Background: an optimization exercise with open tools, aiming at small area, a short achievable clock period and few clock cycles. Do not read the settings as production practice. RTL that was checked went through simulation tests only; none was proved equivalent to the original. Power and IR drop assume default switching activity.

==> flow/design.v <==
module demosaic(clk, reset, in_en, data_in, wr_r, addr_r, wdata_r, rdata_r, wr_g, addr_g, wdata_g, rdata_g, wr_b, addr_b, wdata_b, rdata_b, done);
input clk;
input reset;
input in_en;
input [7:0] data_in;
output reg wr_r;
output [13:0] addr_r;
output reg [7:0] wdata_r;
input [7:0] rdata_r;
output reg wr_g;
output reg [13:0] addr_g;
output [7:0] wdata_g;
input [7:0] rdata_g;
output reg wr_b;
output [13:0] addr_b;
output reg [7:0] wdata_b;
input [7:0] rdata_b;
output reg done;
reg        fill;
reg [6:0]  r;             
reg [7:0]  q;             
reg [3:0]  ph;            
reg        first;         
reg        second;        
reg [7:0]  rg, rx;        
reg [7:0]  xb;            
reg [9:0]  p;             
reg [8:0]  ya;            
reg [7:0]  half;          
reg [9:0]  d;             
reg [7:0]  xn;            
reg [13:0] addr_rb;
assign wdata_g = p[9:2];
assign addr_r = addr_rb;
assign addr_b = addr_rb;
wire       odd  = r[0];
wire [7:0] rv   = rx;
wire [7:0] rh   = rx;
wire [6:0] rm1 = r - 7'd1;
wire [6:0] rp1 = r + 7'd1;
wire [6:0] qc  = q[6:0];
wire [6:0] qm4 = qc - 7'd4;
wire [6:0] qm1 = qc - 7'd1;
wire [6:0] qp1 = qc + 7'd1;
wire [6:0] qp2 = qc + 7'd2;
wire       last = q[7] & (q[6:1] == 6'd1);
wire       endc = ph[2] & last & (r == 7'd127);
function [9:0] add10;
    input [9:0] a;
    input [9:0] b;
    reg   [5:0] lo;
    reg   [4:0] h0, h1;
    begin
        lo = {1'b0, a[4:0]} + {1'b0, b[4:0]};
        h0 = a[9:5] + b[9:5];
        h1 = a[9:5] + b[9:5] + 5'd1;
        add10 = {lo[5] ? h1 : h0, lo[4:0]};
    end
endfunction
wire [9:0] g_sum = add10(p, {2'b0, rg});
wire [9:0] x_sum = add10({2'b0, xb}, {2'b0, rg});
wire [9:0] v_sum = add10({1'b0, ya}, {2'b0, rv});
wire [9:0] d_sum = add10(d, {2'b0, rv});
wire [8:0] h_sum = {1'b0, xn} + {1'b0, rh};
wire [7:0] v_wdata = ph[1] ? half : d_sum[9:2];
wire [7:0] h_wdata = h_sum[8:1];
always @(posedge clk) begin
    rg <= rdata_g;
    rx <= (odd ^ ph[3]) ? rdata_r : rdata_b;
    if (!fill || odd || ph[0]) wdata_r <= !fill ? data_in : odd ? v_wdata : h_wdata;
    if (!fill || !odd || ph[0]) wdata_b <= !fill ? data_in : odd ? h_wdata : v_wdata;
end
always @(posedge clk) begin
    if (reset) begin
        fill <= 1'b0;
        r <= 7'd0;
        q <= 8'd0;
        ph <= 4'd0;
        first <= 1'b1;
        second <= 1'b0;
        done <= 1'b0;
        wr_r <= 1'b0;
        wr_g <= 1'b0;
        wr_b <= 1'b0;
        addr_g <= 14'd0;
        addr_rb <= 14'd0;
    end else if (!fill) begin
        addr_g <= {r, qc};
        addr_rb <= {r, qc};
        p <= {data_in, 2'b00};
        wr_g <= in_en & (r[0] == qc[0]);
        wr_r <= in_en & !r[0] & qc[0];
        wr_b <= in_en & r[0] & !qc[0];
        if (in_en) begin
            q[6:0] <= qp1;
            if (qc == 7'd127) begin
                r <= rp1;
                if (r == 7'd127) begin
                    fill <= 1'b1;
                    ph <= 4'b1000;
                end
            end
        end
    end else begin
        ph <= {ph[2:0], ph[3]};
        wr_r <= 1'b0;
        wr_g <= 1'b0;
        wr_b <= 1'b0;
        if (ph[3]) addr_g <= first ? {r, qc} : {rm1, qm1};
        if (ph[0]) addr_g <= {rp1, qm1};
        if (ph[1]) begin
            addr_g <= {r, qp2};
            if (first) xb <= rg; else p <= g_sum;
        end
        if (ph[2]) begin
            addr_g <= {r, qm1};
            wr_g <= !first;
            p <= g_sum;
        end
        if (ph[3]) begin
            p <= x_sum;
            xb <= rg;
        end
        if (ph[3]) addr_rb <= {rm1, qc};
        if (ph[0]) begin
            addr_rb <= {rp1, qc};
            xn <= rh;
        end
        if (ph[1]) begin
            addr_rb <= {r, qm4};
            wr_r <= !first & !second;
            wr_b <= !first & !second;
            d <= v_sum;
            half <= ya[8:1];
            ya <= {1'b0, rv};
        end
        if (ph[2]) begin
            addr_rb <= {r, qm1};
            wr_r <= !first & odd;
            wr_b <= !first & !odd;
            ya <= v_sum[8:0];
            q <= last ? {7'd0, rp1[0]} : q + 8'd2;
            if (last) r <= rp1;
            first <= last;
            second <= first;
        end
        if (done || endc) begin
            wr_r <= 1'b0; wr_g <= 1'b0; wr_b <= 1'b0;
        end
        if (endc) done <= 1'b1;
    end
end
endmodule
export LEC_CHECK = 0
export CAP_MARGIN = 20
export CORE_MARGIN = 2
export CORE_UTILIZATION = 40
export PLACE_DENSITY = 0.6
export SETUP_SLACK_MARGIN = 3.0
export SLEW_MARGIN = 20
export TNS_END_PERCENT = 10
create_clock -name core_clock -period 5.0 [get_ports {clk}]
standard.sh (not shown) runs the stock make flow with config.mk's settings and CLKGATE_MAP_FILE= SYNTH_SCRIPT=/design/flow/synth_recipe.tcl, a recipe that flattens the netlist after the stock synthesis.
==> flow/flow/run.sh <==
#!/bin/bash
# The standard layout (the standard.sh, unchanged synthesis), except that
# the port buffers that global placement inserts on every input and output
# are sky130_fd_sc_hd__buf_1 rather than the default cell.
set -euo pipefail
export BUFFER_PORTS_ARGS="-buffer_cell sky130_fd_sc_hd__buf_1"
bash standard.sh finish > make_finish.log 2>&1
Change:
--- a/flow/design.v
+++ b/flow/design.v
@@ -43,26 +43,13 @@
 wire [6:0] qm1 = qc - 7'd1;
 wire [6:0] qp1 = qc + 7'd1;
 wire [6:0] qp2 = qc + 7'd2;
 wire       last = q[7] & (q[6:1] == 6'd1);
 wire       endc = ph[2] & last & (r == 7'd127);
-function [9:0] add10;
-    input [9:0] a;
-    input [9:0] b;
-    reg   [5:0] lo;
-    reg   [4:0] h0, h1;
-    begin
-        lo = {1'b0, a[4:0]} + {1'b0, b[4:0]};
-        h0 = a[9:5] + b[9:5];
-        h1 = a[9:5] + b[9:5] + 5'd1;
-        add10 = {lo[5] ? h1 : h0, lo[4:0]};
-    end
-endfunction
-wire [9:0] g_sum = add10(p, {2'b0, rg});
-wire [9:0] x_sum = add10({2'b0, xb}, {2'b0, rg});
-wire [9:0] v_sum = add10({1'b0, ya}, {2'b0, rv});
-wire [9:0] d_sum = add10(d, {2'b0, rv});
+wire [9:0] g_sum = p + {2'b0, rg};
+wire [9:0] v_sum = {1'b0, ya} + {2'b0, rv};
+wire [9:0] d_sum = d + {2'b0, rv};
 wire [8:0] h_sum = {1'b0, xn} + {1'b0, rh};
 wire [7:0] v_wdata = ph[1] ? half : d_sum[9:2];
 wire [7:0] h_wdata = h_sum[8:1];
 always @(posedge clk) begin
     rg <= rdata_g;
@@ -116,11 +103,11 @@
             addr_g <= {r, qm1};
             wr_g <= !first;
             p <= g_sum;
         end
         if (ph[3]) begin
-            p <= x_sum;
+            p <= {2'b0, xb} + {2'b0, rg};
             xb <= rg;
         end
         if (ph[3]) addr_rb <= {rm1, qc};
         if (ph[0]) begin
             addr_rb <= {rp1, qc};
The new run went through all stages and came out clean.
Final cell count drops by about 2.7%.
Global-route usage rose by 0.64 points.
Routed wire length is about the same.
Area after synthesis fell by about 2.1%.
Fmax goes up by 17%.
Register-to-register slack improved by 0.36 ns.
Count of clock-buffer cells in the layout is lower by 8.
Setup slack gains 0.36 ns.
Testbench counts after the change, summed over its fixed seeds: cycles 802,816.
Only the layout flow was run in the first run of this note; the RTL was not checked for function there.

* * *

== the baseline ==
Another version of the RTL of demosaic (not shown whole).
Size: ~670 cells after synthesis, ~7200 um2 of cells after synthesis.
Design demosaic, start of the top module:
module demosaic(clk, reset, in_en, data_in, wr_r, addr_r, wdata_r, rdata_r, wr_g, addr_g, wdata_g, rdata_g, wr_b, addr_b, wdata_b, rdata_b, done);
==> module demosaic, before the edit <==
module demosaic(clk, reset, in_en, data_in, wr_r, addr_r, wdata_r, rdata_r, wr_g, addr_g, wdata_g, rdata_g, wr_b, addr_b, wdata_b, rdata_b, done);
input clk;
input reset;
input in_en;
input [7:0] data_in;
output reg wr_r;
output [13:0] addr_r;
output reg [7:0] wdata_r;
input [7:0] rdata_r;
output reg wr_g;
output [13:0] addr_g;
output [7:0] wdata_g;
input [7:0] rdata_g;
output reg wr_b;
output [13:0] addr_b;
output reg [7:0] wdata_b;
input [7:0] rdata_b;
output reg done;
reg        fill;
reg [6:0]  r;             
reg [7:0]  q;             
reg [3:0]  ph;            
reg        first;         
reg        second;        
reg [7:0]  rg, rx;        
reg [7:0]  xb;            
reg [9:0]  p;             
reg [8:0]  ya;            
reg [7:0]  half;          
reg [9:0]  d;             
reg [7:0]  xn;            
reg [7:0]  hv;            
reg [6:0]  arow;          
reg [6:0]  gcol, rbcol;   
assign wdata_g = p[9:2];
assign addr_g = {arow, gcol};
assign addr_r = {arow, rbcol};
assign addr_b = {arow, rbcol};
wire       odd  = r[0];
wire [7:0] rv   = rx;
wire [7:0] rh   = rx;
wire [6:0] rp1 = r + 7'd1;
wire [6:0] qc  = q[6:0];
wire [7:0] q_inc = q + {6'd0, fill, !fill};
wire [6:0] roff = ph[3] ? 7'h7f : ph[0] ? 7'd1 : 7'd0;
wire [6:0] gco  = ph[1] ? 7'd2 : (ph[3] | ph[0] | (ph[2] & !first)) ? 7'h7f : 7'd0;
wire [6:0] rbo  = ph[1] ? 7'h7c : ph[2] ? 7'h7f : 7'd0;
wire       last = q[7] & (q[6:1] == 6'd1);
wire       endc = ph[2] & last & (r == 7'd127);
wire [9:0] g_sum = (ph[3] ? {2'b0, xb} : p) + {2'b0, rg};
wire [9:0] v_sum = {1'b0, ya} + {2'b0, rv};
wire [9:0] d_sum = d + {2'b0, rv};
wire [8:0] h_sum = {1'b0, xn} + {1'b0, rh};
wire       s_in = !fill;
wire       s_d  = fill & ph[2];
wire       s_hr = fill & !ph[2] & odd;    
wire       s_hb = fill & !ph[2] & !odd;   
wire [7:0] nd_r = ({8{s_in}} & data_in) | ({8{s_hr}} & half) | ({8{s_hb}} & hv);
wire [7:0] nd_b = ({8{s_in}} & data_in) | ({8{s_hb}} & half) | ({8{s_hr}} & hv);
always @(posedge clk) begin
    rg <= rdata_g;
    rx <= (odd ^ ph[3]) ? rdata_r : rdata_b;
    wdata_r <= nd_r | ({8{s_d}} & d_sum[9:2]);
    wdata_b <= nd_b | ({8{s_d}} & d_sum[9:2]);
end
always @(posedge clk) begin
    if (reset) begin
        fill <= 1'b0;
        r <= 7'd0;
        q <= 8'd0;
        ph <= 4'd0;
        first <= 1'b1;
        second <= 1'b0;
        done <= 1'b0;
        wr_r <= 1'b0;
        wr_g <= 1'b0;
        wr_b <= 1'b0;
        arow <= 7'd0;
        gcol <= 7'd0;
        rbcol <= 7'd0;
    end else if (!fill) begin
        arow <= r + roff;
        gcol <= qc + gco;
        rbcol <= qc + rbo;
        p <= {data_in, 2'b00};
        wr_g <= in_en & (r[0] == qc[0]);
        wr_r <= in_en & !r[0] & qc[0];
        wr_b <= in_en & r[0] & !qc[0];
        if (in_en) begin
            q[6:0] <= q_inc[6:0];
            if (qc == 7'd127) begin
                r <= rp1;
                if (r == 7'd127) begin
                    fill <= 1'b1;
                    ph <= 4'b1000;
                end
            end
        end
    end else begin
        ph <= {ph[2:0], ph[3]};
        wr_r <= 1'b0;
        wr_g <= 1'b0;
        wr_b <= 1'b0;
        arow <= r + roff;
        gcol <= qc + gco;
        rbcol <= qc + rbo;
        if (ph[1]) p <= g_sum;
        if (ph[2]) begin
            wr_g <= !first;
            p <= g_sum;
        end
        if (ph[3]) begin
            p <= second ? {2'b0, rg} : g_sum;
            xb <= rg;
        end
        if (ph[0] && second) p <= g_sum;
        if (ph[0]) begin
            xn <= rh;
            hv <= h_sum[8:1];
        end
        if (ph[1]) begin
            wr_r <= !first & !second;
            wr_b <= !first & !second;
            d <= v_sum;
            half <= ya[8:1];
            ya <= {1'b0, rv};
        end
        if (ph[2]) begin
            wr_r <= !first & odd;
            wr_b <= !first & !odd;
            ya <= v_sum[8:0];
            q <= last ? {7'd0, rp1[0]} : q_inc;
            if (last) r <= rp1;
            first <= last;
            second <= first;
        end
        if (done || endc) begin
            wr_r <= 1'b0; wr_g <= 1'b0; wr_b <= 1'b0;
        end
        if (endc) done <= 1'b1;
    end
end
endmodule
clock: 5.0 ns
lec_check: 0
cap_margin: 20
core_margin: 2
core_utilization: 40
cts_buf_list: sky130_fd_sc_hd__clkbuf_4 sky130_fd_sc_hd__clkbuf_8
place_density: 0.6
setup_slack_margin: 2.9
slew_margin: 20
tns_end_percent: 10
Scripts as last shown in full above: flow/flow/run.sh
In summary, the baseline completed successfully, with a layout that passed the timing, design-rule and antenna checks.
The following lists how the candidate was set up differently from the baseline:
-- flow/design.v --
<<< the baseline, line 48
wire       last = q[7] & (q[6:1] == 6'd1);
wire       endc = ph[2] & last & (r == 7'd127);
wire [9:0] g_sum = (ph[3] ? {2'b0, xb} : p) + {2'b0, rg};
wire [9:0] v_sum = {1'b0, ya} + {2'b0, rv};
wire [9:0] d_sum = d + {2'b0, rv};
>>> the candidate, line 48
wire       last = q[7] & (q[6:1] == 6'd1);
wire       endc = ph[2] & last & (r == 7'd127);
wire [9:0] g_sum = p + {2'b0, rg};
wire [9:0] v_sum = {1'b0, ya} + {2'b0, rv};
wire [9:0] d_sum = d + {2'b0, rv};
<<< the baseline, line 111
        end
        if (ph[3]) begin
            p <= second ? {2'b0, rg} : g_sum;
            xb <= rg;
        end
>>> the candidate, line 111
        end
        if (ph[3]) begin
            p <= second ? {2'b0, rg} : {2'b0, xb} + {2'b0, rg};
            xb <= rg;
        end
The candidate ended with every stage complete and zero timing, DRC or antenna violations. Looking at the baseline and the candidate, the worst hold slack is a wash. [diff] wire length of the first global-routing pass, the candidate relative to the baseline: improvement. In the metrics for the baseline and the candidate, the one carrying the lower number of clock-tree buffers in the layout is the candidate. Delta (the candidate minus the baseline): setup slack of the critical path after layout climbed 0.16 ns, starting utilization of the core area climbed 0.24 points, post-synthesis xor/xnor area fraction climbed 0.44 points, detailed-route wire length barely changed. Compared with the baseline, in the candidate standby leakage power grew by 0.064 nW; placed standard-cell area grew by about 5%; final core utilization shrank by 1.4 points; design area grew by about 1.2%; power after layout shrank by about 4.4%. Diff the candidate..the baseline | combined buffer and inverter count along the critical path | unchanged.
No run of this note included a check of the RTL's function; only the layout flow was run.

==> separate check: timing with driven ports <==
Ports are ideal in the flow. The routed layouts listed here were re-timed in OpenROAD. Step 1, drivers: a clkbuf_16 drives clk and a buf_2 each remaining input, both assumed. Step 2, shift: input delay + t, output delay - t, t = (earliest + latest rising clock arrival at the registers) / 2. This alone moves slack from input paths to output paths. Slacks: ideal ports / drivers / drivers and shift; pairs: ideal ports / drivers.
| run | t (ns) | setup slack, ns | clock arrival spread, ns | worst register clock-pin slew, ns | worst data-port slew with drivers (ns) |
|---|---|---|---|---|---|
| the first run of note 1 | 0.472 | 2.490 / 2.490 / 2.490 | 0.016 / 0.016 | 0.07 / 0.07 | 0.03 |
| the second run of note 1 | 0.466 | 2.850 / 2.850 / 2.456 | 0.022 / 0.022 | 0.06 / 0.06 | 0.04 |
| the baseline | 0.480 | 2.571 / 2.571 / 2.274 | 0.013 / 0.014 | 0.09 / 0.09 | 0.03 |
| the candidate | 0.487 | 2.734 / 2.734 / 2.602 | 0.009 / 0.009 | 0.09 / 0.09 | 0.05 |
After both steps every run listed still meets setup and hold. For the second run of note 1, which loses most, drivers alone change the setup slack by 0.000 ns; drivers and shift together by -0.394 ns.
